Source: an optimization exercise on an open RTL-to-GDS flow (aim: small area and a short achievable clock period). Production flows keep margins and buffers that such runs may drop. Only simulation tests tie the RTL to the original design; equivalence was not proved. Power figures rest on the tool's default switching activity, not on a simulated workload.

`flow/design.v`:
```
`timescale 1ns / 1ns
module alu8_top(
    input            clk,
    input      [7:0] regA,
    input      [7:0] regB,
    input      [4:0] opcode,
    input      [7:0] flagsIn,
    output reg [7:0] res,
    output reg [7:0] flagsOut
);
    reg [7:0] regA_q, regB_q, flagsIn_q;
    reg [4:0] opcode_q;
    wire [7:0] res_d, flagsOut_d;
    alu8 u_alu(
        .regA(regA_q),
        .regB(regB_q),
        .opcode(opcode_q),
        .flagsIn(flagsIn_q),
        .res(res_d),
        .flagsOut(flagsOut_d)
    );
    always @(posedge clk) begin
        regA_q    <= regA;
        regB_q    <= regB;
        opcode_q  <= opcode;
        flagsIn_q <= flagsIn;
        res       <= res_d;
        flagsOut  <= flagsOut_d;
    end
endmodule

`timescale 1ns / 1ns
module alu8(
    input [7:0] regA, regB,
    input [4:0] opcode,
    input [7:0] flagsIn,
    output [7:0] res,
    output [7:0] flagsOut
);
    wire [7:0] A = regA;
    wire [7:0] B = regB;
    wire [4:0] op = opcode;
    wire cin = flagsIn[4];
    wire hin = flagsIn[5];
    wire nin = flagsIn[6];
    wire hi0 = ~op[4] & ~op[3];                         
    wire opAdd   = hi0 & ~op[2] & ~op[1];               
    wire opSub   = hi0 & ~op[2] & op[1];                
    wire opCP    = hi0 & op[2] & ~op[1] & ~op[0];       
    wire opAND   = hi0 & op[2] & ~op[1] & op[0];        
    wire opOR    = hi0 & op[2] & op[1] & ~op[0];        
    wire opXOR   = hi0 & op[2] & op[1] & op[0];         
    wire opRot   = ~op[4] & op[3];                      
    wire hi2 = op[4] & ~op[3];                          
    wire opSLA  = hi2 & (op[2:0] == 3'd0);
    wire opSRx  = hi2 & ~op[2] & (op[1] ^ op[0]);       
    wire opSWAP = hi2 & (op[2:0] == 3'd3);
    wire opBIT  = hi2 & (op[2:0] == 3'd4);
    wire opRES  = hi2 & (op[2:0] == 3'd5);
    wire opSET  = hi2 & (op[2:0] == 3'd6);
    wire opCCF  = hi2 & (op[2:0] == 3'd7);
    wire hi3 = op[4] & op[3];                           
    wire opSCF = hi3 & (op[2:0] == 3'd0);
    wire opDAA = hi3 & (op[2:0] == 3'd1);
    wire opCPL = hi3 & (op[2:0] == 3'd2);
    wire opArith = opAdd | opSub | opCP;
    wire sub     = opSub | opCP;
    wire opLeft  = (opRot & ~op[0]) | opSLA;
    wire opRight = (opRot & op[0]) | opSRx;
    wire daaLo = (~nin & A[3] & (A[2] | A[1])) | hin;
    wire [7:0] dOff = {1'b0, cin, cin, 1'b0, 1'b0, daaLo, daaLo, 1'b0} ^ {8{nin}};
    wire [7:0] bsel = 8'b1 << B[2:0];
    wire yB  = opAdd | opAND | opOR | opXOR;            
    wire yNB = sub;                                     
    wire [7:0] Y = ({8{yB}} & B) | ({8{yNB}} & ~B) | {8{opCPL}}
                 | ({8{opDAA}} & dOff) | ({8{opSET}} & bsel) | ({8{opRES}} & ~bsel);
    wire c0 = (opAdd & op[0] & cin) | (opSub & ~(op[0] & cin)) | opCP | (opDAA & nin);
    wire [7:0] g = A & Y;
    wire [7:0] t = A | Y;
    wire [7:0] p = A ^ Y;
    wire g0 = g[0] | (t[0] & c0);
    wire G10 = g[1] | (t[1] & g0);
    wire G32 = g[3] | (t[3] & g[2]), P32 = t[3] & t[2];
    wire G54 = g[5] | (t[5] & g[4]), P54 = t[5] & t[4];
    wire G76 = g[7] | (t[7] & g[6]), P76 = t[7] & t[6];
    wire G20 = g[2] | (t[2] & G10);
    wire G30 = G32 | (P32 & G10);
    wire G64 = g[6] | (t[6] & G54), P64 = t[6] & P54;
    wire G74 = G76 | (P76 & G54), P74 = P76 & P54;
    wire G40 = g[4] | (t[4] & G30);
    wire G50 = G54 | (P54 & G30);
    wire G60 = G64 | (P64 & G30);
    wire G70 = G74 | (P74 & G30);
    wire [8:0] c = {G70, G60, G50, G40, G30, G20, G10, g0, c0};
    wire [7:0] sum = p ^ c[7:0];
    wire sumZ = &(~(p ^ {t[6:0], c0}));
    wire lbit = ~op[4] & (op[2] ? A[7] : cin);
    wire rbit = op[4] ? (~op[1] & A[7]) : (op[2] ? A[0] : cin);
    wire sumEn = opAdd | opSub | opDAA;
    wire [7:0] other =
          ({8{opAND | opRES}} & g)
        | ({8{opOR | opSET}} & t)
        | ({8{opXOR | opCPL}} & p)
        | ({8{opLeft}} & {A[6:0], lbit})
        | ({8{opRight}} & {rbit, A[7:1]})
        | ({8{opSWAP}} & {A[3:0], A[7:4]});
    assign res = ({8{sumEn}} & sum) | other;
    wire bitZ = ~A[B[2:0]];
    wire otherZEn = opAND | opOR | opXOR | (opRot & ~op[1]) | opSLA | opSRx | opSWAP;
    wire fZ = (opArith & sumZ) | (otherZEn & ~|other) | ((opBIT | opDAA) & bitZ);
    wire fN = sub | opCPL | (opDAA & nin);
    wire fH = (opArith & (c[4] ^ sub)) | opAND | opCPL;
    wire fC = (opArith & (c[8] ^ sub)) | (opLeft & A[7]) | (opRight & A[0]) | (opCCF & ~cin) | opSCF | (opDAA & nin);
    assign flagsOut = {fZ, fN, fH, fC, 4'b0};
endmodule
```
`flow/flow/run.sh`:
```
#!/bin/bash
# Own layout flow: the standard ORFS flow (standard.sh) on an equivalent
# description of alu8 (flow/alu8_syn.v) whose adder datapath is given as
# sky130 cells; the wrapper alu8_top is taken unchanged from design.v.
#  - adder-cell extraction (ADDER_MAP_FILE) off,
#  - ABC run with flow/abc.script instead of ORFS's abc_speed/abc_area,
#  - port buffers of a chosen cell, and CTS without dummy loads.
# Each tool's output goes to its own log under orfs/logs; make's output
# goes to flow_make.log.
set -o pipefail
HERE=$(pwd)
source "$HERE/flow/settings.sh"
# design: the wrapper module from design.v, then flow/alu8_syn.v
awk '/^[ \t]*module[ \t]+alu8_top/{p=1} p{print} p&&/^[ \t]*endmodule/{exit}' design.v > "$HERE/design_syn.v"
grep -q "module alu8_top" "$HERE/design_syn.v" || { echo "wrapper extraction failed"; exit 1; }
cat "$HERE/flow/alu8_syn.v" >> "$HERE/design_syn.v"
# ORFS synth.tcl with only the ABC script changed
sed "s#log_cmd abc {\*}\$abc_args#log_cmd abc -script $HERE/flow/abc.script {*}[lrange \$abc_args 2 end]#" \
    "$FLOW_HOME/scripts/synth.tcl" > "$HERE/synth_mod.tcl"
grep -q "flow/abc.script" "$HERE/synth_mod.tcl" || { echo "synth.tcl patch failed"; exit 1; }
sed "s#\$::env(SCRIPTS_DIR)/synth.tcl#$HERE/synth_mod.tcl#" synth_recipe.tcl > "$HERE/my_synth.tcl"
grep -q "synth_mod.tcl" "$HERE/my_synth.tcl" || { echo "synth_recipe.tcl patch failed"; exit 1; }
bash standard.sh VERILOG_FILES="$HERE/design_syn.v" SYNTH_SCRIPT="$HERE/my_synth.tcl" ADDER_MAP_FILE= \
    "BUFFER_PORTS_ARGS=$BUFFER_PORTS_ARGS" "CTS_ARGS=$CTS_ARGS" $EXTRA finish > flow_make.log 2>&1
```
`flow/flow/abc.script`:
```
strash
dch -f
map -D 1000
topo
```
`flow/flow/alu8_syn.v`:
```
`timescale 1ns / 1ns

// alu8 for layout: the adder datapath (operand, carries, sum, zero test and
// the last gate of each result bit) is given as sky130 cells; the rest is
// left to synthesis. Same function as rtl/alu8.v.
module alu8(
    input [7:0] regA, regB,
    input [4:0] opcode,
    input [7:0] flagsIn,

    output [7:0] res,
    output [7:0] flagsOut
);

    wire [7:0] A = regA;
    wire [7:0] B = regB;
    wire [4:0] op = opcode;
    wire cin = flagsIn[4];
    wire hin = flagsIn[5];
    wire nin = flagsIn[6];

    // opcode decode
    wire hi0 = ~op[4] & ~op[3];
    wire opAddSub = hi0 & ~op[2];                      // 0..3
    wire opCP    = hi0 & op[2] & ~op[1] & ~op[0];      // 4
    wire opAND   = hi0 & op[2] & ~op[1] & op[0];       // 5
    wire opOR    = hi0 & op[2] & op[1] & ~op[0];       // 6
    wire opXOR   = hi0 & op[2] & op[1] & op[0];        // 7
    wire opRot   = ~op[4] & op[3];                     // 8..15
    wire hi2 = op[4] & ~op[3];
    wire opSLA  = hi2 & (op[2:0] == 3'd0);
    wire opSRx  = hi2 & ~op[2] & (op[1] ^ op[0]);      // 17, 18
    wire opSWAP = hi2 & (op[2:0] == 3'd3);
    wire opBIT  = hi2 & (op[2:0] == 3'd4);
    wire opRES  = hi2 & (op[2:0] == 3'd5);
    wire opSET  = hi2 & (op[2:0] == 3'd6);
    wire opCCF  = hi2 & (op[2:0] == 3'd7);
    wire hi3 = op[4] & op[3];
    wire opSCF = hi3 & (op[2:0] == 3'd0);
    wire opDAA = hi3 & (op[2:0] == 3'd1);
    wire opCPL = hi3 & (op[2:0] == 3'd2);

    wire opArith = opAddSub | opCP;                    // 0..4
    wire opLeft  = (opRot & ~op[0]) | opSLA;
    wire opRight = (opRot & op[0]) | opSRx;

    // adder controls: Y = B ^ sub, carry in c0 (valid for opcodes 0..4)
    wire sub = op[1] | op[2];
    assign nsub = ~(op[1] | op[2]);
    wire c0 = sub ^ (op[0] & ~op[2] & cin);
    wire nc0 = ~c0;
    wire nen_s = ~opAddSub;

        wire Y0;
    wire ng0;
    wire nt0;
    wire p0;
    wire Y1;
    wire ng1;
    wire nt1;
    wire p1;
    wire Y2;
    wire ng2;
    wire nt2;
    wire p2;
    wire Y3;
    wire ng3;
    wire nt3;
    wire p3;
    wire Y4;
    wire ng4;
    wire nt4;
    wire p4;
    wire Y5;
    wire ng5;
    wire nt5;
    wire p5;
    wire Y6;
    wire ng6;
    wire nt6;
    wire p6;
    wire Y7;
    wire ng7;
    wire nt7;
    wire p7;
    wire c1;
    wire G21;
    wire T21;
    wire G43;
    wire T43;
    wire G65;
    wire T65;
    wire g1;
    wire t1;
    wire g5;
    wire t5;
    wire nc2;
    wire nc3;
    wire nG63;
    wire nT63;
    wire nG53;
    wire nT53;
    wire nG43;
    wire nT43;
    wire c4;
    wire c5;
    wire c6;
    wire c7;
    wire g7;
    wire t7;
    wire nc8;
    wire ns0;
    wire ns1;
    wire ns2;
    wire ns3;
    wire ns4;
    wire ns5;
    wire ns6;
    wire ns7;
    wire z1;
    wire z2;
    wire z3;
    wire z4;
    wire z5;
    wire z6;
    wire z7;
    wire nzA;
    wire nzB;
    wire fZ;
    wire fH;
    wire fC;
    wire nArith;
    wire nArithZ;
    wire nZrest;
    wire H0;
    wire H1;
    wire K0;
    wire K1;
    wire nsub;
    wire [7:0] nM;
    sky130_fd_sc_hd__xnor2_1 h1 (.A(B[0]), .B(nsub), .Y(Y0));
    sky130_fd_sc_hd__nand2_1 h2 (.A(A[0]), .B(Y0), .Y(ng0));
    sky130_fd_sc_hd__nor2_1 h3 (.A(A[0]), .B(Y0), .Y(nt0));
    sky130_fd_sc_hd__xor2_1 h4 (.A(A[0]), .B(Y0), .X(p0));
    sky130_fd_sc_hd__xnor2_1 h5 (.A(B[1]), .B(nsub), .Y(Y1));
    sky130_fd_sc_hd__nand2_1 h6 (.A(A[1]), .B(Y1), .Y(ng1));
    sky130_fd_sc_hd__nor2_1 h7 (.A(A[1]), .B(Y1), .Y(nt1));
    sky130_fd_sc_hd__xor2_1 h8 (.A(A[1]), .B(Y1), .X(p1));
    sky130_fd_sc_hd__xnor2_1 h9 (.A(B[2]), .B(nsub), .Y(Y2));
    sky130_fd_sc_hd__nand2_1 h10 (.A(A[2]), .B(Y2), .Y(ng2));
    sky130_fd_sc_hd__nor2_1 h11 (.A(A[2]), .B(Y2), .Y(nt2));
    sky130_fd_sc_hd__xor2_1 h12 (.A(A[2]), .B(Y2), .X(p2));
    sky130_fd_sc_hd__xnor2_1 h13 (.A(B[3]), .B(nsub), .Y(Y3));
    sky130_fd_sc_hd__nand2_1 h14 (.A(A[3]), .B(Y3), .Y(ng3));
    sky130_fd_sc_hd__nor2_1 h15 (.A(A[3]), .B(Y3), .Y(nt3));
    sky130_fd_sc_hd__xor2_1 h16 (.A(A[3]), .B(Y3), .X(p3));
    sky130_fd_sc_hd__xnor2_1 h17 (.A(B[4]), .B(nsub), .Y(Y4));
    sky130_fd_sc_hd__nand2_1 h18 (.A(A[4]), .B(Y4), .Y(ng4));
    sky130_fd_sc_hd__nor2_1 h19 (.A(A[4]), .B(Y4), .Y(nt4));
    sky130_fd_sc_hd__xor2_1 h20 (.A(A[4]), .B(Y4), .X(p4));
    sky130_fd_sc_hd__xnor2_1 h21 (.A(B[5]), .B(nsub), .Y(Y5));
    sky130_fd_sc_hd__nand2_1 h22 (.A(A[5]), .B(Y5), .Y(ng5));
    sky130_fd_sc_hd__nor2_1 h23 (.A(A[5]), .B(Y5), .Y(nt5));
    sky130_fd_sc_hd__xor2_1 h24 (.A(A[5]), .B(Y5), .X(p5));
    sky130_fd_sc_hd__xnor2_1 h25 (.A(B[6]), .B(nsub), .Y(Y6));
    sky130_fd_sc_hd__nand2_1 h26 (.A(A[6]), .B(Y6), .Y(ng6));
    sky130_fd_sc_hd__nor2_1 h27 (.A(A[6]), .B(Y6), .Y(nt6));
    sky130_fd_sc_hd__xor2_1 h28 (.A(A[6]), .B(Y6), .X(p6));
    sky130_fd_sc_hd__xnor2_1 h29 (.A(B[7]), .B(nsub), .Y(Y7));
    sky130_fd_sc_hd__nand2_1 h30 (.A(A[7]), .B(Y7), .Y(ng7));
    sky130_fd_sc_hd__nor2_1 h31 (.A(A[7]), .B(Y7), .Y(nt7));
    sky130_fd_sc_hd__xor2_1 h32 (.A(A[7]), .B(Y7), .X(p7));
    sky130_fd_sc_hd__o21ai_1 h33 (.A1(nt0), .A2(nc0), .B1(ng0), .Y(c1));
    sky130_fd_sc_hd__o21ai_1 h34 (.A1(nt2), .A2(ng1), .B1(ng2), .Y(G21));
    sky130_fd_sc_hd__nor2_1 h35 (.A(nt2), .B(nt1), .Y(T21));
    sky130_fd_sc_hd__o21ai_1 h36 (.A1(nt4), .A2(ng3), .B1(ng4), .Y(G43));
    sky130_fd_sc_hd__nor2_1 h37 (.A(nt4), .B(nt3), .Y(T43));
    sky130_fd_sc_hd__o21ai_1 h38 (.A1(nt6), .A2(ng5), .B1(ng6), .Y(G65));
    sky130_fd_sc_hd__nor2_1 h39 (.A(nt6), .B(nt5), .Y(T65));
    sky130_fd_sc_hd__inv_1 h40 (.A(ng1), .Y(g1));
    sky130_fd_sc_hd__inv_1 h41 (.A(nt1), .Y(t1));
    sky130_fd_sc_hd__inv_1 h42 (.A(ng5), .Y(g5));
    sky130_fd_sc_hd__inv_1 h43 (.A(nt5), .Y(t5));
    sky130_fd_sc_hd__a21oi_1 h44 (.A1(t1), .A2(c1), .B1(g1), .Y(nc2));
    sky130_fd_sc_hd__a21oi_1 h45 (.A1(T21), .A2(c1), .B1(G21), .Y(nc3));
    sky130_fd_sc_hd__a21oi_1 h46 (.A1(T65), .A2(G43), .B1(G65), .Y(nG63));
    sky130_fd_sc_hd__nand2_1 h47 (.A(T65), .B(T43), .Y(nT63));
    sky130_fd_sc_hd__a21oi_1 h48 (.A1(t5), .A2(G43), .B1(g5), .Y(nG53));
    sky130_fd_sc_hd__nand2_1 h49 (.A(t5), .B(T43), .Y(nT53));
    sky130_fd_sc_hd__inv_1 h50 (.A(G43), .Y(nG43));
    sky130_fd_sc_hd__inv_1 h51 (.A(T43), .Y(nT43));
    sky130_fd_sc_hd__o21ai_1 h52 (.A1(nt3), .A2(nc3), .B1(ng3), .Y(c4));
    sky130_fd_sc_hd__o21ai_1 h53 (.A1(nT43), .A2(nc3), .B1(nG43), .Y(c5));
    sky130_fd_sc_hd__o21ai_1 h54 (.A1(nT53), .A2(nc3), .B1(nG53), .Y(c6));
    sky130_fd_sc_hd__o21ai_1 h55 (.A1(nT63), .A2(nc3), .B1(nG63), .Y(c7));
    sky130_fd_sc_hd__inv_1 h56 (.A(ng7), .Y(g7));
    sky130_fd_sc_hd__inv_1 h57 (.A(nt7), .Y(t7));
    sky130_fd_sc_hd__a21oi_1 h58 (.A1(t7), .A2(c7), .B1(g7), .Y(nc8));
    sky130_fd_sc_hd__xor2_1 h59 (.A(p0), .B(nc0), .X(ns0));
    sky130_fd_sc_hd__xnor2_1 h60 (.A(p1), .B(c1), .Y(ns1));
    sky130_fd_sc_hd__xor2_1 h61 (.A(p2), .B(nc2), .X(ns2));
    sky130_fd_sc_hd__xor2_1 h62 (.A(p3), .B(nc3), .X(ns3));
    sky130_fd_sc_hd__xnor2_1 h63 (.A(p4), .B(c4), .Y(ns4));
    sky130_fd_sc_hd__xnor2_1 h64 (.A(p5), .B(c5), .Y(ns5));
    sky130_fd_sc_hd__xnor2_1 h65 (.A(p6), .B(c6), .Y(ns6));
    sky130_fd_sc_hd__xnor2_1 h66 (.A(p7), .B(c7), .Y(ns7));
    sky130_fd_sc_hd__o21ai_1 h67 (.A1(nen_s), .A2(ns0), .B1(nM[0]), .Y(res[0]));
    sky130_fd_sc_hd__o21ai_1 h68 (.A1(nen_s), .A2(ns1), .B1(nM[1]), .Y(res[1]));
    sky130_fd_sc_hd__o21ai_1 h69 (.A1(nen_s), .A2(ns2), .B1(nM[2]), .Y(res[2]));
    sky130_fd_sc_hd__o21ai_1 h70 (.A1(nen_s), .A2(ns3), .B1(nM[3]), .Y(res[3]));
    sky130_fd_sc_hd__o21ai_1 h71 (.A1(nen_s), .A2(ns4), .B1(nM[4]), .Y(res[4]));
    sky130_fd_sc_hd__o21ai_1 h72 (.A1(nen_s), .A2(ns5), .B1(nM[5]), .Y(res[5]));
    sky130_fd_sc_hd__o21ai_1 h73 (.A1(nen_s), .A2(ns6), .B1(nM[6]), .Y(res[6]));
    sky130_fd_sc_hd__o21ai_1 h74 (.A1(nen_s), .A2(ns7), .B1(nM[7]), .Y(res[7]));
    sky130_fd_sc_hd__xor2_1 h75 (.A(p1), .B(nt0), .X(z1));
    sky130_fd_sc_hd__xor2_1 h76 (.A(p2), .B(nt1), .X(z2));
    sky130_fd_sc_hd__xor2_1 h77 (.A(p3), .B(nt2), .X(z3));
    sky130_fd_sc_hd__xor2_1 h78 (.A(p4), .B(nt3), .X(z4));
    sky130_fd_sc_hd__xor2_1 h79 (.A(p5), .B(nt4), .X(z5));
    sky130_fd_sc_hd__xor2_1 h80 (.A(p6), .B(nt5), .X(z6));
    sky130_fd_sc_hd__xor2_1 h81 (.A(p7), .B(nt6), .X(z7));
    sky130_fd_sc_hd__nand4_1 h82 (.A(ns0), .B(z1), .C(z2), .D(z3), .Y(nzA));
    sky130_fd_sc_hd__nand4_1 h83 (.A(z4), .B(z5), .C(z6), .D(z7), .Y(nzB));
    sky130_fd_sc_hd__o31ai_1 h84 (.A1(nArithZ), .A2(nzA), .A3(nzB), .B1(nZrest), .Y(fZ));
    sky130_fd_sc_hd__mux2_1 h85 (.A0(H0), .A1(H1), .S(c4), .X(fH));
    sky130_fd_sc_hd__mux2_1 h86 (.A0(K1), .A1(K0), .S(nc8), .X(fC));

    wire [7:0] t = ~{nt7, nt6, nt5, nt4, nt3, nt2, nt1, nt0};
    wire [7:0] p = {p7, p6, p5, p4, p3, p2, p1, p0};

    // DAA: A +/- {cin ? 6 : 0, lo ? 6 : 0}, low nibble worked out by hand
    wire daaLo = (~nin & A[3] & (A[2] | A[1])) | hin;
    wire [3:0] dLo;
    assign dLo[0] = A[0];
    assign dLo[1] = A[1] ^ daaLo;
    assign dLo[2] = A[2] ^ (daaLo & ~(A[1] ^ nin));
    assign dLo[3] = A[3] ^ (daaLo & (nin ? ~(A[1] & A[2]) : (A[1] | A[2])));
    wire dK = nin ? (hin & ~A[3] & ~(A[2] & A[1])) : (A[3] & (A[2] | A[1]));
    // high nibble: A[7:4] + {N, C^N, C^N, N} + (N ? ~borrow : carry)
    wire dCN = cin ^ nin;
    wire dc4 = nin ^ dK;
    wire dc5 = (A[4] & nin) | (A[4] & dc4) | (nin & dc4);
    wire dc6 = (A[5] & dCN) | (A[5] & dc5) | (dCN & dc5);
    wire dc7 = (A[6] & dCN) | (A[6] & dc6) | (dCN & dc6);
    wire [3:0] dHi = {A[7] ^ nin ^ dc7, A[6] ^ dCN ^ dc6, A[5] ^ dCN ^ dc5, A[4] ^ nin ^ dc4};
    wire [7:0] daaRes = {dHi, dLo};
    genvar i;

    // shifts / rotates
    wire lbit = ~op[4] & (op[2] ? A[7] : cin);
    wire rbit = op[4] ? (~op[1] & A[7]) : (op[2] ? A[0] : cin);

    // RES / SET
    wire [7:0] bsel = 8'b1 << B[2:0];
    wire [7:0] resset = opSET ? (A | bsel) : (A & ~bsel);

    // results of everything but ADD/ADC/SUB/SBC (Y = B for OR and XOR)
    wire [7:0] M =
          ({8{opAND}} & (A & B))
        | ({8{opOR}}  & (A | B))
        | ({8{opXOR}} & ~p)
        | ({8{opLeft}} & {A[6:0], lbit})
        | ({8{opRight}} & {rbit, A[7:1]})
        | ({8{opSWAP}} & {A[3:0], A[7:4]})
        | ({8{opRES | opSET}} & resset)
        | ({8{opDAA}} & daaRes)
        | ({8{opCPL}} & ~A);
    assign nM = ~M;

    wire bitZ = ~|(A & bsel);

    assign nArith = ~opArith;
    // Z for the ops whose result is not the adder's; XOR's Z is the adder's
    // zero test (A - B == 0), so only early signals feed this
    wire [7:0] Msh = ({8{opLeft}} & {A[6:0], lbit})
                   | ({8{opRight}} & {rbit, A[7:1]})
                   | ({8{opSWAP}} & {A[3:0], A[7:4]});
    wire zShift = ((opRot & ~op[1]) | opSLA | opSRx | opSWAP) & ~|Msh;
    wire zLogic = (opAND & ~|(A & B)) | (opOR & ~|(A | B));
    assign nZrest = ~(zShift | zLogic | ((opBIT | opDAA) & bitZ));
    assign nArithZ = ~(opArith | opXOR);
    // H and C flags for each value of the carry out of bit 3 / bit 7
    wire hRest = opAND | opCPL;
    wire cRest = (opLeft & A[7]) | (opRight & A[0]) | (opCCF & ~cin) | opSCF | (opDAA & nin);
    assign H0 = (opArith & sub) | hRest;
    assign H1 = (opArith & ~sub) | hRest;
    assign K0 = (opArith & sub) | cRest;
    assign K1 = (opArith & ~sub) | cRest;
    wire fN = (opArith & sub) | opCPL | (opDAA & nin);

    assign flagsOut = {fZ, fN, fH, fC, 4'b0};

endmodule
```
`flow/flow/settings.sh`:
```
BUFFER_PORTS_ARGS="-buffer_cell sky130_fd_sc_hd__buf_1"
CTS_ARGS="-sink_clustering_enable -repair_clock_nets -dont_use_dummy_load"
EXTRA=""
```
`flow/standard.sh`:
```
#!/bin/bash
# synth_recipe.tcl (not shown) runs the flow's synth.tcl, then flattens the netlist and writes it again
# the make line also repeats each setting of config.mk as NAME=value (left out here)
make -C /OpenROAD-flow-scripts/flow DESIGN_CONFIG=/design/flow/config.mk WORK_HOME=/design/flow/orfs CLKGATE_MAP_FILE= SYNTH_SCRIPT=/design/flow/synth_recipe.tcl "${@:-finish}"
```
`flow/config.mk`:
```
export PLATFORM = sky130hd
export DESIGN_NAME = alu8_top
export DESIGN_NICKNAME = alu8_top
export VERILOG_FILES = /design/flow/design.v
export SDC_FILE = /design/flow/constraint.sdc
export NUM_CORES = 4
export LEC_CHECK = 0
export CAP_MARGIN = 20
export CORE_MARGIN = 2
export CORE_UTILIZATION = 40
export SETUP_SLACK_MARGIN = 3.8
export SLEW_MARGIN = 20
```
`flow/constraint.sdc`:
```
create_clock -name core_clock -period 6.0 [get_ports {clk}]
set_input_delay 1.2000 -clock core_clock [delete_from_list [all_inputs] [get_ports {clk}]]
set_output_delay 1.2000 -clock core_clock [all_outputs]
set_load 0.01 [all_outputs]
```
==> results of run 1 <==
power groups by stage:
stage | Clock (uW) | Combinational [uW] | Sequential, uW
after floorplan | 0 | 120 | 286
after global placement | 0 | 165 | 284
after detailed placement | 0 | 166 | 284
after CTS | 159 | 175 | 280
after global routing | 167 | 208 | 283
final | 152 | 189 | 280
path summary, 6_finish.rpt:
kind                          to  slack (ps)
min          flagsOut[6]$_DFF_P_         700
max reg2reg  flagsOut[4]$_DFF_P_        3880
min reg2reg  flagsOut[6]$_DFF_P_         700
max          flagsOut[4]$_DFF_P_        3880
flip-flops by register name (all words and copies together) (netlist names):
name,flops
flagsOut,4
opcode_q,5
regB_q,8
res,8
regA_q,8
flagsIn_q,3
metrics by stage:
stage,hold slack (ps),setup slack (ps)
after CTS,704.0,3700
final,702.0,3883
after global routing,721.9,3767
after detailed placement,730.1,3337
after global placement,721.5,3304
after floorplan,626.0,3907
logic make-up after synthesis:
| logic type | count (synthesis) | synth area share |
|---|---|---|
| buffers and inverters | 42 | 0.07023 |
| xor gates and xnor gates | 35 | 0.1247 |
| AOI/OAI and AO/OA | 108 | 0.2718 |
| DFF | 36 | 0.2931 |
| and+or+nand+nor | 133 | 0.2295 |
| muxes | 2 | 0.009160 |
| other | 1 | 0.001525 |
worst max-delay path, stage by stage (launching register included):
cell and delay (ps):
dfxtp_2 360, nor2_4 260, a31oi_1 70, a31oi_1 300, o21ai_2 150, a21oi_4 240, o21ai_2 120, a21oi_1 170
mux2_1 330
metal layers:
metal,track usage,vias to the layer above
li1,-,1367
met2,0.3669,95
met4,0.08667,0
met1,0.3041,1249
met5,0,-
met3,0.05217,11
final cells by class:
cell class	count	area, sq um	area share
Timing Repair Buffer	44	207.7	0.07010
Inverter	38	152.6	0.05152
Multi-Input combinational cell	282	1704	0.5752
Clock buffer	5	68.82	0.02323
Sequential cell	36	735.7	0.2483
Tap cell	75	93.84	0.03167
cell usage in the layout (no fill, tap or decap), drive strengths merged, types with 2 or more instances in the layout:
cell and count:
o211ai 3, xor2 20, a31oi 5, inv 9, o21ai 39, o22ai 4, clkinv 28, a21oi 28
or2 2, o2111ai 5, a211oi 3, a311oi 2, nor3 6, buf 44, nand2 57, a221oi 2
xnor2 15, nor4 4, o221ai 9, nand4 7, clkbuf 5, conb 4, mux2 2, nor2 39
nand3 17, dfxtp 36
timing repair:
item                                    in CTS  in global routing
setup buffers                                4                  3
endpoints found under the setup margin      11                 11
gates resized for setup                     15                 33
pin swaps                                    3                  5
==> results by group, run 1 <==
GRT
  – Initial antenna violation count: 0
  – First-pass GRT wire length: 11580 microns
  – Vias in the first global route: 2294
  – All-Layer GR Usage: 0.2310
  – Largest net degree at the start of global routing: 13
  – Grt ovf: 0

Clock network
  – H-tree lvl count: 2
  – Root Driver: clkbuf_8
  – TritonCTS Buffers: 5
  – Clk Latency, worst-skew pair: 290 ps
  – TritonCTS clock tree: built
  – Clock-pin slew on the worst setup and hold paths: 70 ps
  – CTS sink count: 36
  – CTS hold repair buffers: 0
  – Clock tree buffer depth: 2

Pwr
  – Clk network pwr share: 0.245
  – Pleak: 0.001108 uW
  – Sw Ratio: 0.3435
  – Power, Total: 621.8 uW
  – Seq pwr share: 0.451
  – Int Power: 408.2 uW
  – Max IR drop VDD: 107.7 uV
  – NetSw: 213.6 uW
  – Combinational power share: 0.304
  – Power per cell area: 209.9 nW/um^2

Finish
  – Layout cells sized above 1: 0.1432
  – Nets: 437
  – Final standard cell area without fillers: 2963 sq um
  – Area grow syn2layout: 20.51%
  – Final Util: 0.5004
  – Fillers: 618
  – Final Non-Filler Cells: 480
  – # diodes: 0

Yosys
  – Number of synthesized flops with an enable pin: 0
  – Post-Synthesis Cell Area: 2459 sq um
  – Post-synth cell types: 35
  – YS warnings: 1
  – Top cells by count, synth: nand2_1 (57), nor2_1 (39), dfxtp_1 (36), clkinv_1 (30), a21oi_1 (28)
  – Top cell type's share of synthesized area: 0.2931
  – Prevailing post-synth register cell: dfxtp_1
  – Post-synthesis sequential area ratio: 0.2931
  – FF+latch count, synth: 36
  – Top-count cell post-synth: nand2_1
  – Syn avg cell area: 6.887 sq um
  – Mapped Cells: 357
  – Asr flop ratio synth: 0
  – Cell taking the most area after synthesis: dfxtp_1
  – Synth area leaders: dfxtp_1 (29%), nand2_1 (8.7%), xor2_1 (7.1%), nor2_1 (6.0%), a21oi_1 (5.7%)

Timing
  – Hold Vio Cnt, Final: 0
  – Final TNS setup: 0 ps
  – RSZ-0062 raised after global routing: true
  – Final Critical Period: 2117 ps
  – Max Slew Vio Count: 0
  – Final setup fails: 0
  – Fin Clk Skew: 18.60 ps
  – Tcrit/Tclk final: 0.3528
  – F_max: 472.5 MHz
  – Slew at the pin closest to its max-slew limit: 672.2 ps
  – Slew margin rel.: 0.5489

Floorplanning
  – Die Y: 82.40 microns
  – Top-level I/O count: 46
  – Width of the chip: 82.40 microns
  – Initial core utilization: 0.4153
  – Row count: 28
  – Die ar.: 6790 sq um
  – Core ar.: 5921 sq um

Critical path
  – Critical path class: register to register
  – Required time worst endpoint: 6180 ps
  – Critical Path End Type: register
  – Crit path DAT: 2300 ps
  – Reg2Reg Depth: 8
  – Worst setup startpoint: opcode_q[1]$_DFF_P_
  – Reg-to-reg startpoint: opcode_q[1]$_DFF_P_
  – CP max FO: 6
  – Startpoint types: register

Worst hold path
  – Hold Path Class: register to register
  – Hold wc startpoint: flagsIn_q[6]$_DFF_P_
  – Worst Hold Depth: 2

Outcome
  – Status: no timing/DRC/antenna violations

Detailed routing
  – Metal-1 WL: 3510 microns
  – WL met2: 3507 microns
  – Drt drc: 0
  – WL final: 7620 microns
  – Vias: 2722
  – Violation count after the first detailed-routing iteration: 205
  – Met3 WL: 486 microns
  – Highest Signal Layer: met4
  – Routed Antenna Nets: 0
  – Via density: 5.671
  – Routed wire per std cell: 15.88 microns
  – TritonRoute pass-1 iters: 5

Flow run
  – Max-Cap Viols: 0

Place
  – Cells after DPL: 468
  – Final estimated routing congestion in global placement: 0.9370
  – Placed Instance Area: 2684 sq um
  – Dpl hpwl: 5628 microns
  – Input/output buffers: 36
==> run 2: changes to the inputs <==
--- a/flow/config.mk
+++ b/flow/config.mk
@@ -10,3 +10,3 @@
 export CORE_UTILIZATION = 40
-export SETUP_SLACK_MARGIN = 3.8
+export SETUP_SLACK_MARGIN = 3.6
 export SLEW_MARGIN = 20
==> run 2 against run 1 <==
Net effect: worst setup slack got worse by 210 ps; combinational power decreased by 4%; count of clock-buffer cells in the layout did not move; final cell count unchanged; die area unchanged; total power down 0.98%; clock power is essentially flat; non-clock buffer count unchanged; utilization shrank 1.4 points; final area down 2.8%; via count unchanged.
==> results by group, run 2 <==
Timing
  – Final setup margin: 3674 ps (was 3883 ps)
  – Tcrit/Tclk final: 0.3877 (was 0.3528)
  – Slew at the pin closest to its max-slew limit: 646.4 ps (was 672.2 ps)
  – F_max: 429.9 MHz (was 472.5 MHz)
  – Final TNS setup: 0 ps (unchanged)
  – Final Critical Period: 2326 ps (was 2117 ps)
  – Fin Clk Skew: 14.29 ps (was 18.60 ps)
  – Hold Vio Cnt, Final: 0 (unchanged)
  – Final setup fails: 0 (unchanged)
  – Slew margin rel.: 0.5661 (was 0.5489)
  – RSZ-0062 raised after global routing: true (unchanged)
  – Max Slew Vio Count: 0 (unchanged)

Yosys
  – Xor-xnor portion of the synthesized cell area: 0.1247 (unchanged)
  – Post-synthesis sequential area ratio: 0.2931 (unchanged)
  – Cell taking the most area after synthesis: dfxtp_1 (unchanged)
  – Synth area leaders: dfxtp_1 (29%), nand2_1 (8.7%), xor2_1 (7.1%), nor2_1 (6.0%), a21oi_1 (5.7%) (unchanged)
  – Top cell type's share of synthesized area: 0.2931 (unchanged)
  – Prevailing post-synth register cell: dfxtp_1 (unchanged)
  – Asr flop ratio synth: 0 (unchanged)
  – Top-count cell post-synth: nand2_1 (unchanged)
  – Mapped Cells: 357 (unchanged)
  – Syn avg cell area: 6.887 sq um (unchanged)
  – Post-synthesis adder-cell area fraction: 0 (unchanged)
  – Post-Synthesis Cell Area: 2459 sq um (unchanged)
  – Synth Area in Compound Gates: 0.2718 (unchanged)
  – Largest family of logic cells by synthesized area: compound AO/OA/AOI/OAI gates (unchanged)
  – FF+latch count, synth: 36 (unchanged)
  – Top cells by count, synth: nand2_1 (57), nor2_1 (39), dfxtp_1 (36), clkinv_1 (30), a21oi_1 (28) (unchanged)
  – Number of synthesized flops with an enable pin: 0 (unchanged)
  – Simple-gate area share of the yosys netlist: 0.2295 (unchanged)
  – Post-synth cell types: 35 (unchanged)
  – YS warnings: 1 (unchanged)
  – Post-synthesis mux area share: 0.009160 (unchanged)

Finish
  – Layout cells sized above 1: 0.1012 (was 0.1432)
  – Area grow syn2layout: 17.15% (was 20.51%)
  – Nets: 437 (unchanged)
  – Most common cell after layout, fill and taps aside: nand2_1 (unchanged)
  – Most frequent cells in the layout: nand2_1 (56), nor2_1 (37), buf_1 (36) (was nand2_1 (56), buf_1 (36), nor2_1 (30), dfxtp_1 (30), a21oi_1 (25))
  – # diodes: 0 (unchanged)
  – Final Non-Filler Cells: 480 (unchanged)
  – Registers with the most flip-flops: regA_q x8, regB_q x8, res x8 (unchanged)

Clock network
  – Root Driver: clkbuf_8 (unchanged)
  – H-tree lvl count: 2 (unchanged)
  – TritonCTS Buffers: 5 (unchanged)
  – Clock-pin slew on the worst setup and hold paths: 70 ps (about the same)
  – Clk Latency, worst-skew pair: 290 ps (about the same)
  – TritonCTS clock tree: built (unchanged)
  – CTS sink count: 36 (unchanged)
  – Clock tree buffer depth: 2 (unchanged)

GRT
  – First-pass GRT wire length: 11960 microns (was 11580 microns)
  – Grt ovf: 0 (unchanged)
  – Vias in the first global route: 2368 (was 2294)
  – Largest net degree at the start of global routing: 12 (was 13)
  – Initial antenna violation count: 0 (unchanged)
  – All-Layer GR Usage: 0.2374 (was 0.2310)

Critical path
  – Required time worst endpoint: 6180 ps (about the same)
  – Reg2Reg Depth: 8 (unchanged)
  – Critical path class: register to register (unchanged)
  – Crit path DAT: 2500 ps (was 2300 ps)
  – Startpoint types: register (unchanged)
  – Critical Path End Type: register (unchanged)
  – Reg2reg end: flagsOut[4]$_DFF_P_ (unchanged)
  – Reg-to-reg slack, setup: 3670 ps (was 3880 ps)
  – Reg-to-reg startpoint: opcode_q[2]$_DFF_P_ (was opcode_q[1]$_DFF_P_)
  – CP max FO: 7 (was 6)

Floorplanning
  – Width of the chip: 82.40 microns (unchanged)
  – Top-level I/O count: 46 (unchanged)
  – Initial core utilization: 0.4153 (unchanged)
  – Core ar.: 5921 sq um (unchanged)
  – Die ar.: 6790 sq um (unchanged)
  – Die Y: 82.40 microns (unchanged)
  – Row count: 28 (unchanged)

Pwr
  – Max IR drop VDD: 125.3 uV (was 107.7 uV)
  – Power per cell area: 213.8 nW/um^2 (was 209.9 nW/um^2)
  – Pleak: 0.001075 uW (was 0.001108 uW)

Detailed routing
  – Routed Antenna Nets: 0 (unchanged)
  – TritonRoute pass-1 iters: 8 (was 5)
  – Via density: 5.671 (unchanged)
  – Routed wire per std cell: 16.10 microns (was 15.88 microns)
  – Drt drc: 0 (unchanged)
  – Violation count after the first detailed-routing iteration: 287 (was 205)
  – WL final: 7730 microns (was 7620 microns)
  – Vias: 2722 (unchanged)

Place
  – Cells after DPL: 468 (unchanged)
  – Pre-CTS setup slack: 3070 ps (was 3337 ps)
  – Dpl hpwl: 5644 microns (was 5628 microns)
  – Final estimated routing congestion in global placement: 0.9351 (was 0.9370)
  – Input/output buffers: 36 (unchanged)

Worst hold path
  – Worst Hold Depth: 4 (was 2)
  – Hold Path Class: register to register (unchanged)
  – Hold wc startpoint: flagsIn_q[5]$_DFF_P_ (was flagsIn_q[6]$_DFF_P_)
  – Hold EP: res[1]$_DFF_P_ (was flagsOut[6]$_DFF_P_)

Flow run
  – Max-Cap Viols: 0 (unchanged)

Outcome
  – Status: no timing/DRC/antenna violations (unchanged)
==> run 2: cell counts after synthesis <==
No cell type changed its count.
==> run 2: worst max-delay path, cell delays in order, from the launching register on <==
cell     delay, ps
dfxtp_2        380
nor2_4         240
xnor2_1        200
nor2_1         100
o21ai_1        320
a21oi_2        180
o21ai_1        330
a21oi_1        140
mux2_1         320
==> run 2: what timing repair did <==
action	in CTS	in global routing
endpoints found under the setup margin	9	11
gates resized for setup	9	17
setup buffers	1	6
hold buffers	0	0
pin swaps	1	1
==> run 2: how the worst max path moves through the flow <==
| stage | startpoint | endpoint | slack, ps |
|---|---|---|---|
| after floorplan | opcode_q[2]$_DFF_P_ | flagsOut[4]$_DFF_P_ | 3760 |
| after global placement | opcode_q[2]$_DFF_P_ | flagsOut[4]$_DFF_P_ | 3070 |
| after detailed placement | opcode_q[2]$_DFF_P_ | flagsOut[4]$_DFF_P_ | 3070 |
| after CTS | opcode_q[2]$_DFF_P_ | flagsOut[4]$_DFF_P_ | 3550 |
| after global routing | opcode_q[2]$_DFF_P_ | flagsOut[4]$_DFF_P_ | 3520 |
| final | opcode_q[2]$_DFF_P_ | flagsOut[4]$_DFF_P_ | 3670 |
==> run 2: cell families after synthesis <==
kind of cell	after synthesis
and+or+nand+nor	133
AOI/OAI and AO/OA	108
buffers and inverters	42
DFF	36
xor gates and xnor gates	35
muxes	2
other	1
==> run 2: power by group <==
part / switching (uW) / total [uW] / internal (uW)
clock: 79.4 / 154 / 74.8
combinational: 111 / 181 / 70.0
sequential: 21.0 / 281 / 260
==> run 2: area by class of cell <==
type / instances / area [sq um]
sequential: 36 / 728.2
inverter: 38 / 157.7
timing repair buffer: 44 / 205.2
fill: 630 / 3040
tap: 75 / 93.84
clock buffer: 5 / 68.82
multi-input combinational: 282 / 1627
==> run 2: stage by stage <==
| step | power [uW] | area [sq um] | hold WS, ps | util |
|---|---|---|---|---|
| floorplan | 405.7 | 2472 | 626.0 | - |
| finish | 615.7 | 2880 | 730.2 | 0.4865 |
| CTS | 608.7 | 2783 | 735.1 | 0.4700 |
| detailed placement | 449.9 | 2676 | 710.1 | 0.4520 |
| global placement | 449.4 | 2671 | 711.8 | 0.4512 |
| global route | 653.1 | 2880 | 756.0 | 0.4865 |
==> run 2: per-layer routing <==
layer  GRT usage  part of all wire
met1      0.3327              0.45
met2      0.3766              0.46
met3     0.04457             0.067
met4     0.05500             0.018
met5           0                 0
==> run 3: changes to the inputs <==
==> flow/flow/alu8_syn.v (replaced) <==
`timescale 1ns / 1ns

// alu8 for layout: the adder (generate/propagate terms, carries, sum, zero
// test and the last gate of each output bit) is given as sky130 cells; the
// rest, including the adder's second operand Y, is left to synthesis.
// Same function as rtl/alu8.v.
module alu8(
    input [7:0] regA, regB,
    input [4:0] opcode,
    input [7:0] flagsIn,

    output [7:0] res,
    output [7:0] flagsOut
);

    wire [7:0] A = regA;
    wire [7:0] B = regB;
    wire [4:0] op = opcode;
    wire cin = flagsIn[4];
    wire hin = flagsIn[5];
    wire nin = flagsIn[6];

    // opcode decode
    wire hi0 = ~op[4] & ~op[3];                        // 0..7
    wire opAdd   = hi0 & ~op[2] & ~op[1];              // 0, 1
    wire opSub   = hi0 & ~op[2] & op[1];               // 2, 3
    wire opCP    = hi0 & op[2] & ~op[1] & ~op[0];      // 4
    wire opAND   = hi0 & op[2] & ~op[1] & op[0];       // 5
    wire opOR    = hi0 & op[2] & op[1] & ~op[0];       // 6
    wire opXOR   = hi0 & op[2] & op[1] & op[0];        // 7
    wire opRot   = ~op[4] & op[3];                     // 8..15
    wire hi2 = op[4] & ~op[3];                         // 16..23
    wire opSLA  = hi2 & (op[2:0] == 3'd0);
    wire opSRx  = hi2 & ~op[2] & (op[1] ^ op[0]);      // 17, 18
    wire opSWAP = hi2 & (op[2:0] == 3'd3);
    wire opBIT  = hi2 & (op[2:0] == 3'd4);
    wire opRES  = hi2 & (op[2:0] == 3'd5);
    wire opSET  = hi2 & (op[2:0] == 3'd6);
    wire opCCF  = hi2 & (op[2:0] == 3'd7);
    wire hi3 = op[4] & op[3];                          // 24..31
    wire opSCF = hi3 & (op[2:0] == 3'd0);
    wire opDAA = hi3 & (op[2:0] == 3'd1);
    wire opCPL = hi3 & (op[2:0] == 3'd2);

    wire opArith = opAdd | opSub | opCP;
    wire sub     = opSub | opCP;
    wire opLeft  = (opRot & ~op[0]) | opSLA;
    wire opRight = (opRot & op[0]) | opSRx;

    // second operand: B for ADD/ADC/AND/OR, ~B for SUB/SBC/CP/XOR (so that
    // XOR's zero flag is the adder's A - B == 0), all ones for CPL, the DAA
    // correction, or the RES/SET bit mask
    wire daaLo = (~nin & A[3] & (A[2] | A[1])) | hin;
    wire [7:0] dOff = {1'b0, cin, cin, 1'b0, 1'b0, daaLo, daaLo, 1'b0} ^ {8{nin}};
    wire [7:0] bsel = 8'b1 << B[2:0];
    wire yB  = opAdd | opAND | opOR;
    wire yNB = sub | opXOR;
    wire [7:0] Y = ({8{yB}} & B) | ({8{yNB}} & ~B) | {8{opCPL}}
                 | ({8{opDAA}} & dOff) | ({8{opSET}} & bsel) | ({8{opRES}} & ~bsel);
    wire c0 = (opAdd & op[0] & cin) | (opSub & ~(op[0] & cin)) | opCP | opXOR | (opDAA & nin);
    assign nc0 = ~c0;
    assign nen_s = ~(opAdd | opSub | opDAA);

        wire ng0;
    wire nt0;
    wire p0;
    wire ng1;
    wire nt1;
    wire p1;
    wire ng2;
    wire nt2;
    wire p2;
    wire ng3;
    wire nt3;
    wire p3;
    wire ng4;
    wire nt4;
    wire p4;
    wire ng5;
    wire nt5;
    wire p5;
    wire ng6;
    wire nt6;
    wire p6;
    wire ng7;
    wire nt7;
    wire p7;
    wire c1;
    wire G21;
    wire T21;
    wire G43;
    wire T43;
    wire G65;
    wire T65;
    wire g1;
    wire t1;
    wire g5;
    wire t5;
    wire nc2;
    wire nc3;
    wire nG63;
    wire nT63;
    wire nG53;
    wire nT53;
    wire nG43;
    wire nT43;
    wire c4;
    wire c5;
    wire c6;
    wire c7;
    wire g7;
    wire t7;
    wire nc8;
    wire ns0;
    wire ns1;
    wire ns2;
    wire ns3;
    wire ns4;
    wire ns5;
    wire ns6;
    wire ns7;
    wire z1;
    wire z2;
    wire z3;
    wire z4;
    wire z5;
    wire z6;
    wire z7;
    wire nzA;
    wire nzB;
    wire fZ;
    wire fH;
    wire fC;
    wire nArith;
    wire nArithZ;
    wire nZrest;
    wire H0;
    wire H1;
    wire K0;
    wire K1;
    wire nc0;
    wire nen_s;
    wire [7:0] nM;
    sky130_fd_sc_hd__nand2_1 h1 (.A(A[0]), .B(Y[0]), .Y(ng0));
    sky130_fd_sc_hd__nor2_1 h2 (.A(A[0]), .B(Y[0]), .Y(nt0));
    sky130_fd_sc_hd__xor2_1 h3 (.A(A[0]), .B(Y[0]), .X(p0));
    sky130_fd_sc_hd__nand2_1 h4 (.A(A[1]), .B(Y[1]), .Y(ng1));
    sky130_fd_sc_hd__nor2_1 h5 (.A(A[1]), .B(Y[1]), .Y(nt1));
    sky130_fd_sc_hd__xor2_1 h6 (.A(A[1]), .B(Y[1]), .X(p1));
    sky130_fd_sc_hd__nand2_1 h7 (.A(A[2]), .B(Y[2]), .Y(ng2));
    sky130_fd_sc_hd__nor2_1 h8 (.A(A[2]), .B(Y[2]), .Y(nt2));
    sky130_fd_sc_hd__xor2_1 h9 (.A(A[2]), .B(Y[2]), .X(p2));
    sky130_fd_sc_hd__nand2_1 h10 (.A(A[3]), .B(Y[3]), .Y(ng3));
    sky130_fd_sc_hd__nor2_1 h11 (.A(A[3]), .B(Y[3]), .Y(nt3));
    sky130_fd_sc_hd__xor2_1 h12 (.A(A[3]), .B(Y[3]), .X(p3));
    sky130_fd_sc_hd__nand2_1 h13 (.A(A[4]), .B(Y[4]), .Y(ng4));
    sky130_fd_sc_hd__nor2_1 h14 (.A(A[4]), .B(Y[4]), .Y(nt4));
    sky130_fd_sc_hd__xor2_1 h15 (.A(A[4]), .B(Y[4]), .X(p4));
    sky130_fd_sc_hd__nand2_1 h16 (.A(A[5]), .B(Y[5]), .Y(ng5));
    sky130_fd_sc_hd__nor2_1 h17 (.A(A[5]), .B(Y[5]), .Y(nt5));
    sky130_fd_sc_hd__xor2_1 h18 (.A(A[5]), .B(Y[5]), .X(p5));
    sky130_fd_sc_hd__nand2_1 h19 (.A(A[6]), .B(Y[6]), .Y(ng6));
    sky130_fd_sc_hd__nor2_1 h20 (.A(A[6]), .B(Y[6]), .Y(nt6));
    sky130_fd_sc_hd__xor2_1 h21 (.A(A[6]), .B(Y[6]), .X(p6));
    sky130_fd_sc_hd__nand2_1 h22 (.A(A[7]), .B(Y[7]), .Y(ng7));
    sky130_fd_sc_hd__nor2_1 h23 (.A(A[7]), .B(Y[7]), .Y(nt7));
    sky130_fd_sc_hd__xor2_1 h24 (.A(A[7]), .B(Y[7]), .X(p7));
    sky130_fd_sc_hd__o21ai_1 h25 (.A1(nt0), .A2(nc0), .B1(ng0), .Y(c1));
    sky130_fd_sc_hd__o21ai_1 h26 (.A1(nt2), .A2(ng1), .B1(ng2), .Y(G21));
    sky130_fd_sc_hd__nor2_1 h27 (.A(nt2), .B(nt1), .Y(T21));
    sky130_fd_sc_hd__o21ai_1 h28 (.A1(nt4), .A2(ng3), .B1(ng4), .Y(G43));
    sky130_fd_sc_hd__nor2_1 h29 (.A(nt4), .B(nt3), .Y(T43));
    sky130_fd_sc_hd__o21ai_1 h30 (.A1(nt6), .A2(ng5), .B1(ng6), .Y(G65));
    sky130_fd_sc_hd__nor2_1 h31 (.A(nt6), .B(nt5), .Y(T65));
    sky130_fd_sc_hd__inv_1 h32 (.A(ng1), .Y(g1));
    sky130_fd_sc_hd__inv_1 h33 (.A(nt1), .Y(t1));
    sky130_fd_sc_hd__inv_1 h34 (.A(ng5), .Y(g5));
    sky130_fd_sc_hd__inv_1 h35 (.A(nt5), .Y(t5));
    sky130_fd_sc_hd__a21oi_1 h36 (.A1(t1), .A2(c1), .B1(g1), .Y(nc2));
    sky130_fd_sc_hd__a21oi_1 h37 (.A1(T21), .A2(c1), .B1(G21), .Y(nc3));
    sky130_fd_sc_hd__a21oi_1 h38 (.A1(T65), .A2(G43), .B1(G65), .Y(nG63));
    sky130_fd_sc_hd__nand2_1 h39 (.A(T65), .B(T43), .Y(nT63));
    sky130_fd_sc_hd__a21oi_1 h40 (.A1(t5), .A2(G43), .B1(g5), .Y(nG53));
    sky130_fd_sc_hd__nand2_1 h41 (.A(t5), .B(T43), .Y(nT53));
    sky130_fd_sc_hd__inv_1 h42 (.A(G43), .Y(nG43));
    sky130_fd_sc_hd__inv_1 h43 (.A(T43), .Y(nT43));
    sky130_fd_sc_hd__o21ai_1 h44 (.A1(nt3), .A2(nc3), .B1(ng3), .Y(c4));
    sky130_fd_sc_hd__o21ai_1 h45 (.A1(nT43), .A2(nc3), .B1(nG43), .Y(c5));
    sky130_fd_sc_hd__o21ai_1 h46 (.A1(nT53), .A2(nc3), .B1(nG53), .Y(c6));
    sky130_fd_sc_hd__o21ai_1 h47 (.A1(nT63), .A2(nc3), .B1(nG63), .Y(c7));
    sky130_fd_sc_hd__inv_1 h48 (.A(ng7), .Y(g7));
    sky130_fd_sc_hd__inv_1 h49 (.A(nt7), .Y(t7));
    sky130_fd_sc_hd__a21oi_1 h50 (.A1(t7), .A2(c7), .B1(g7), .Y(nc8));
    sky130_fd_sc_hd__xor2_1 h51 (.A(p0), .B(nc0), .X(ns0));
    sky130_fd_sc_hd__xnor2_1 h52 (.A(p1), .B(c1), .Y(ns1));
    sky130_fd_sc_hd__xor2_1 h53 (.A(p2), .B(nc2), .X(ns2));
    sky130_fd_sc_hd__xor2_1 h54 (.A(p3), .B(nc3), .X(ns3));
    sky130_fd_sc_hd__xnor2_1 h55 (.A(p4), .B(c4), .Y(ns4));
    sky130_fd_sc_hd__xnor2_1 h56 (.A(p5), .B(c5), .Y(ns5));
    sky130_fd_sc_hd__xnor2_1 h57 (.A(p6), .B(c6), .Y(ns6));
    sky130_fd_sc_hd__xnor2_1 h58 (.A(p7), .B(c7), .Y(ns7));
    sky130_fd_sc_hd__o21ai_1 h59 (.A1(nen_s), .A2(ns0), .B1(nM[0]), .Y(res[0]));
    sky130_fd_sc_hd__o21ai_1 h60 (.A1(nen_s), .A2(ns1), .B1(nM[1]), .Y(res[1]));
    sky130_fd_sc_hd__o21ai_1 h61 (.A1(nen_s), .A2(ns2), .B1(nM[2]), .Y(res[2]));
    sky130_fd_sc_hd__o21ai_1 h62 (.A1(nen_s), .A2(ns3), .B1(nM[3]), .Y(res[3]));
    sky130_fd_sc_hd__o21ai_1 h63 (.A1(nen_s), .A2(ns4), .B1(nM[4]), .Y(res[4]));
    sky130_fd_sc_hd__o21ai_1 h64 (.A1(nen_s), .A2(ns5), .B1(nM[5]), .Y(res[5]));
    sky130_fd_sc_hd__o21ai_1 h65 (.A1(nen_s), .A2(ns6), .B1(nM[6]), .Y(res[6]));
    sky130_fd_sc_hd__o21ai_1 h66 (.A1(nen_s), .A2(ns7), .B1(nM[7]), .Y(res[7]));
    sky130_fd_sc_hd__xor2_1 h67 (.A(p1), .B(nt0), .X(z1));
    sky130_fd_sc_hd__xor2_1 h68 (.A(p2), .B(nt1), .X(z2));
    sky130_fd_sc_hd__xor2_1 h69 (.A(p3), .B(nt2), .X(z3));
    sky130_fd_sc_hd__xor2_1 h70 (.A(p4), .B(nt3), .X(z4));
    sky130_fd_sc_hd__xor2_1 h71 (.A(p5), .B(nt4), .X(z5));
    sky130_fd_sc_hd__xor2_1 h72 (.A(p6), .B(nt5), .X(z6));
    sky130_fd_sc_hd__xor2_1 h73 (.A(p7), .B(nt6), .X(z7));
    sky130_fd_sc_hd__nand4_1 h74 (.A(ns0), .B(z1), .C(z2), .D(z3), .Y(nzA));
    sky130_fd_sc_hd__nand4_1 h75 (.A(z4), .B(z5), .C(z6), .D(z7), .Y(nzB));
    sky130_fd_sc_hd__o31ai_1 h76 (.A1(nArithZ), .A2(nzA), .A3(nzB), .B1(nZrest), .Y(fZ));
    sky130_fd_sc_hd__mux2_1 h77 (.A0(H0), .A1(H1), .S(c4), .X(fH));
    sky130_fd_sc_hd__mux2_1 h78 (.A0(K1), .A1(K0), .S(nc8), .X(fC));

    wire [7:0] g = ~{ng7, ng6, ng5, ng4, ng3, ng2, ng1, ng0};
    wire [7:0] t = ~{nt7, nt6, nt5, nt4, nt3, nt2, nt1, nt0};
    wire [7:0] p = {p7, p6, p5, p4, p3, p2, p1, p0};

    // shifts / rotates
    wire lbit = ~op[4] & (op[2] ? A[7] : cin);
    wire rbit = op[4] ? (~op[1] & A[7]) : (op[2] ? A[0] : cin);
    wire [7:0] Msh = ({8{opLeft}} & {A[6:0], lbit})
                   | ({8{opRight}} & {rbit, A[7:1]})
                   | ({8{opSWAP}} & {A[3:0], A[7:4]});

    // results of everything but ADD/ADC/SUB/SBC/DAA
    wire [7:0] M = ({8{opAND | opRES}} & g)
                 | ({8{opOR | opSET}} & t)
                 | ({8{opXOR}} & ~p)
                 | ({8{opCPL}} & p)
                 | Msh;
    assign nM = ~M;

    // Z for the ops whose Z is not the adder's zero test (early signals only)
    wire bitZ = ~|(A & bsel);
    wire zShift = ((opRot & ~op[1]) | opSLA | opSRx | opSWAP) & ~|Msh;
    wire zLogic = (opAND & ~|(A & B)) | (opOR & ~|(A | B));
    assign nZrest = ~(zShift | zLogic | ((opBIT | opDAA) & bitZ));
    assign nArithZ = ~(opArith | opXOR);

    // H and C flags for each value of the carry out of bit 3 / bit 7
    wire hRest = opAND | opCPL;
    wire cRest = (opLeft & A[7]) | (opRight & A[0]) | (opCCF & ~cin) | opSCF | (opDAA & nin);
    assign H0 = (opArith & sub) | hRest;
    assign H1 = (opArith & ~sub) | hRest;
    assign K0 = (opArith & sub) | cRest;
    assign K1 = (opArith & ~sub) | cRest;
    wire fN = sub | opCPL | (opDAA & nin);

    assign flagsOut = {fZ, fN, fH, fC, 4'b0};

endmodule
==> run 3 against run 2 <==
Net effect: final cell count decreased by 5.6%; global-route usage increased by 0.35 points; worst setup slack got worse by 260 ps; sequential cell count is the same; critical path type unchanged; non-clock buffer count is 18 higher; clock power is essentially flat; clock skew fell by 0.66 ps; highest routed layer unchanged; die area shrank 9.8%; sequential share of layout area is 3.0 points lower; largest power group unchanged; count of clock-buffer cells in the layout unchanged.
==> results by group, run 3 <==
Yosys
  – Top cells by count, synth: nand2_1 (55), nor2_1 (41), dfxtp_1 (36), clkinv_1 (24), xor2_1 (18) (was nand2_1 (57), nor2_1 (39), dfxtp_1 (36), clkinv_1 (30), a21oi_1 (28))
  – Cell taking the most area after synthesis: dfxtp_1 (unchanged)
  – Top-count cell post-synth: nand2_1 (unchanged)
  – FF+latch count, synth: 36 (unchanged)
  – Post-synthesis sequential area ratio: 0.3267 (was 0.2931)
  – Mapped Cells: 315 (was 357)
  – Post-synth cell types: 28 (was 35)
  – Post-Synthesis Cell Area: 2206 sq um (was 2459 sq um)
  – YS warnings: 1 (unchanged)
  – Top cell type's share of synthesized area: 0.3267 (was 0.2931)
  – Prevailing post-synth register cell: dfxtp_1 (unchanged)
  – Synth area leaders: dfxtp_1 (33%), nand2_1 (9.4%), xor2_1 (7.1%), nor2_1 (7.0%), a22oi_1 (4.1%) (was dfxtp_1 (29%), nand2_1 (8.7%), xor2_1 (7.1%), nor2_1 (6.0%), a21oi_1 (5.7%))
  – Syn avg cell area: 7.003 sq um (was 6.887 sq um)
  – Number of synthesized flops with an enable pin: 0 (unchanged)
  – Asr flop ratio synth: 0 (unchanged)

Floorplanning
  – Top-level I/O count: 46 (unchanged)
  – Width of the chip: 78.26 microns (was 82.40 microns)
  – Core ar.: 5405 sq um (was 5921 sq um)
  – Initial core utilization: 0.4081 (was 0.4153)
  – Row count: 27 (was 28)
  – Die ar.: 6125 sq um (was 6790 sq um)
  – Die Y: 78.26 microns (was 82.40 microns)

Clock network
  – Clk Latency, worst-skew pair: 290 ps (about the same)
  – H-tree lvl count: 2 (unchanged)
  – TritonCTS clock tree: built (unchanged)
  – TritonCTS Buffers: 5 (unchanged)
  – Clock tree buffer depth: 2 (unchanged)
  – CTS sink count: 36 (unchanged)
  – Root Driver: clkbuf_8 (unchanged)
  – Clock-pin slew on the worst setup and hold paths: 70 ps (about the same)

Pwr
  – Pleak: 0.001296 uW (was 0.001075 uW)
  – Power per cell area: 198.9 nW/um^2 (was 213.8 nW/um^2)
  – Max IR drop VDD: 118.4 uV (was 125.3 uV)
  – Power, Total: 669.9 uW (was 615.7 uW)

GRT
  – Vias in the first global route: 2434 (was 2368)
  – All-Layer GR Usage: 0.2409 (was 0.2374)
  – First-pass GRT wire length: 11640 microns (was 11960 microns)
  – Largest net degree at the start of global routing: 14 (was 12)
  – Initial antenna violation count: 0 (unchanged)
  – Grt ovf: 0 (unchanged)

Timing
  – Final Critical Period: 2582 ps (was 2326 ps)
  – Final setup fails: 0 (unchanged)
  – Hold Vio Cnt, Final: 0 (unchanged)
  – Final TNS setup: 0 ps (unchanged)
  – Fin Clk Skew: 13.62 ps (was 14.29 ps)
  – Slew margin rel.: 0.3489 (was 0.5661)
  – Tcrit/Tclk final: 0.4304 (was 0.3877)
  – F_max: 387.2 MHz (was 429.9 MHz)
  – Max Slew Vio Count: 0 (unchanged)
  – Slew at the pin closest to its max-slew limit: 966.4 ps (was 646.4 ps)
  – RSZ-0062 raised after global routing: true (unchanged)
  – Hold WS: 735.2 ps (was 730.2 ps)
  – Final setup margin: 3418 ps (was 3674 ps)

Finish
  – Registers with the most flip-flops: regA_q x8, regB_q x8, res x8 (unchanged)
  – Most frequent cells in the layout: nand2_1 (42), buf_1 (36), dfxtp_1 (26) (was nand2_1 (56), nor2_1 (37), buf_1 (36))
  – Layout cells sized above 1: 0.3412 (was 0.1012)
  – Most common cell after layout, fill and taps aside: nand2_1 (unchanged)
  – Nets: 413 (was 437)
  – Area grow syn2layout: 52.69% (was 17.15%)
  – # diodes: 0 (unchanged)
  – Fillers: 456 (was 630)

Critical path
  – Startpoint types: register (unchanged)
  – Crit path DAT: 2760 ps (was 2500 ps)
  – Critical Path End Type: register (unchanged)
  – Required time worst endpoint: 6180 ps (about the same)
  – Critical path class: register to register (unchanged)
  – CP max FO: 8 (was 7)

Place
  – Final estimated routing congestion in global placement: 0.8823 (was 0.9351)
  – Dpl hpwl: 4757 microns (was 5644 microns)
  – Input/output buffers: 36 (unchanged)
  – Pre-CTS setup slack: 2922 ps (was 3070 ps)

Worst hold path
  – Hold Path Class: register to register (unchanged)

Detailed routing
  – Drt drc: 0 (unchanged)
  – Vias: 2601 (was 2722)
  – Via density: 5.742 (was 5.671)
  – Routed Antenna Nets: 0 (unchanged)
  – Violation count after the first detailed-routing iteration: 193 (was 287)
  – WL final: 7436 microns (was 7730 microns)
  – TritonRoute pass-1 iters: 5 (was 8)
  – Routed wire per std cell: 16.42 microns (was 16.10 microns)

Outcome
  – Status: no timing/DRC/antenna violations (unchanged)

Flow run
  – Max-Cap Viols: 0 (unchanged)
[run 3: cell count changes in the layout (fill, tap and decap cells not counted), sizes merged, moves of 7 or more]
cell / previous run / this run
buf: 44 / 62
o22ai: 4 / 11
a22oi: 0 / 12
clkinv: 27 / 20
o221ai: 9 / 1
a21oi: 28 / 15
xnor2: 15 / 5
o21ai: 39 / 28
a2111oi: 1 / 9
[run 3: power by group]
group          leakage [uW]  internal [uW]  switching [uW]
Combinational      0.000955            100             130
Clock             0.0000359           74.8            80.2
Sequential         0.000305            259            26.3
Total               0.00130            434             236
[run 3: per-stage QoR]
stage	instance area [sq um]	utilization	instances
2_1_floorplan	2323	-	318
3_3_place_gp	2519	0.4660	422
3_5_place_dp	2519	0.4660	422
4_1_cts	3132	0.5794	446
5_1_grt	3368	0.6231	453
6_report	3368	0.6231	453
[run 3: timing repair]
| action | 4_1_cts | 5_1_grt |
|---|---|---|
| endpoints found under the setup margin | 11 | 11 |
| buffers inserted | 19 | 7 |
| pin swaps | 23 | 15 |
| resized for setup | 88 | 39 |
| hold buffers | 0 | 0 |
[run 3: final timing paths]
path / start / to / slack [ps] / depth (start not counted)
setup / recovery: opcode_q[2]$_DFF_P_ / flagsOut[4]$_DFF_P_ / 3420 / 13
hold reg to reg: opcode_q[1]$_DFF_P_ / flagsOut[6]$_DFF_P_ / 740 / 4
setup reg to reg: opcode_q[2]$_DFF_P_ / flagsOut[4]$_DFF_P_ / 3420 / 13
hold / removal: opcode_q[1]$_DFF_P_ / flagsOut[6]$_DFF_P_ / 740 / 4
[run 3: kinds of logic after synthesis]
logic type	synth area share
other cells	0.001700
xor+xnor	0.09132
mux	0.01021
simple gates	0.2411
compound gates	0.2609
buf+inv	0.06807
flops	0.3267
[run 3: worst max-delay path, cell delays in order, from the launching register on]
cell and delay (ps):
dfxtp_4 380, clkinv_4 70, nor3_4 320, buf_4 190
nand2_4 70, nand3_4 170, nand2_1 120, o2111ai_4 160
nor2_2 120, nor2_2 170, nand2_1 110, o21ai_4 200
a21oi_4 100, mux2_4 290
[run 3: routing by layer]
metal | up-vias | track usage | wire length (microns)
li1 | 1255 | - | -
met1 | 1191 | 0.2979 | 3006
met2 | 133 | 0.4112 | 3634
met3 | 22 | 0.03678 | 558
met4 | 0 | 0.1123 | 236
met5 | - | 0 | 0
[run 3: final cells by class]
cell class / instances / area (sq um) / area share
clock buffers: 5 / 68.82 / 0.02043
inverters: 32 / 147.6 / 0.04383
multi-input cells: 246 / 1948 / 0.5784
flip-flops and latches: 36 / 750.7 / 0.2229
well taps: 72 / 90.09 / 0.02675
repair buffers: 62 / 362.8 / 0.1077

## afterwards: timing with drivers on the ports
No port has a modelled driver above. Below, the same layouts with a new extraction and two added sets of constraints.
Step 1 (the two cells are an assumption about what drives the block):
set clk [get_ports {clk}]
set_driving_cell -lib_cell sky130_fd_sc_hd__clkbuf_16 $clk
set_driving_cell -lib_cell sky130_fd_sc_hd__buf_2 [delete_from_list [all_inputs] $clk]
Step 2 also shifts input and output timing later by t, the mid clock arrival at the registers, as if the neighbouring blocks saw the same clock.
a / b / c = ideal / step 1 / step 2; a / b = the first two.
run | shift t [ns] | setup slack, ns | worst register clock-pin slew, ns
run 1 | 0.309 | 3.883 / 3.883 / 3.883 | 0.07 / 0.07
run 2 | 0.312 | 3.674 / 3.674 / 3.674 | 0.07 / 0.07
run 3 | 0.314 | 3.418 / 3.418 / 3.418 | 0.07 / 0.07
After both steps setup and hold are still met in every run listed.
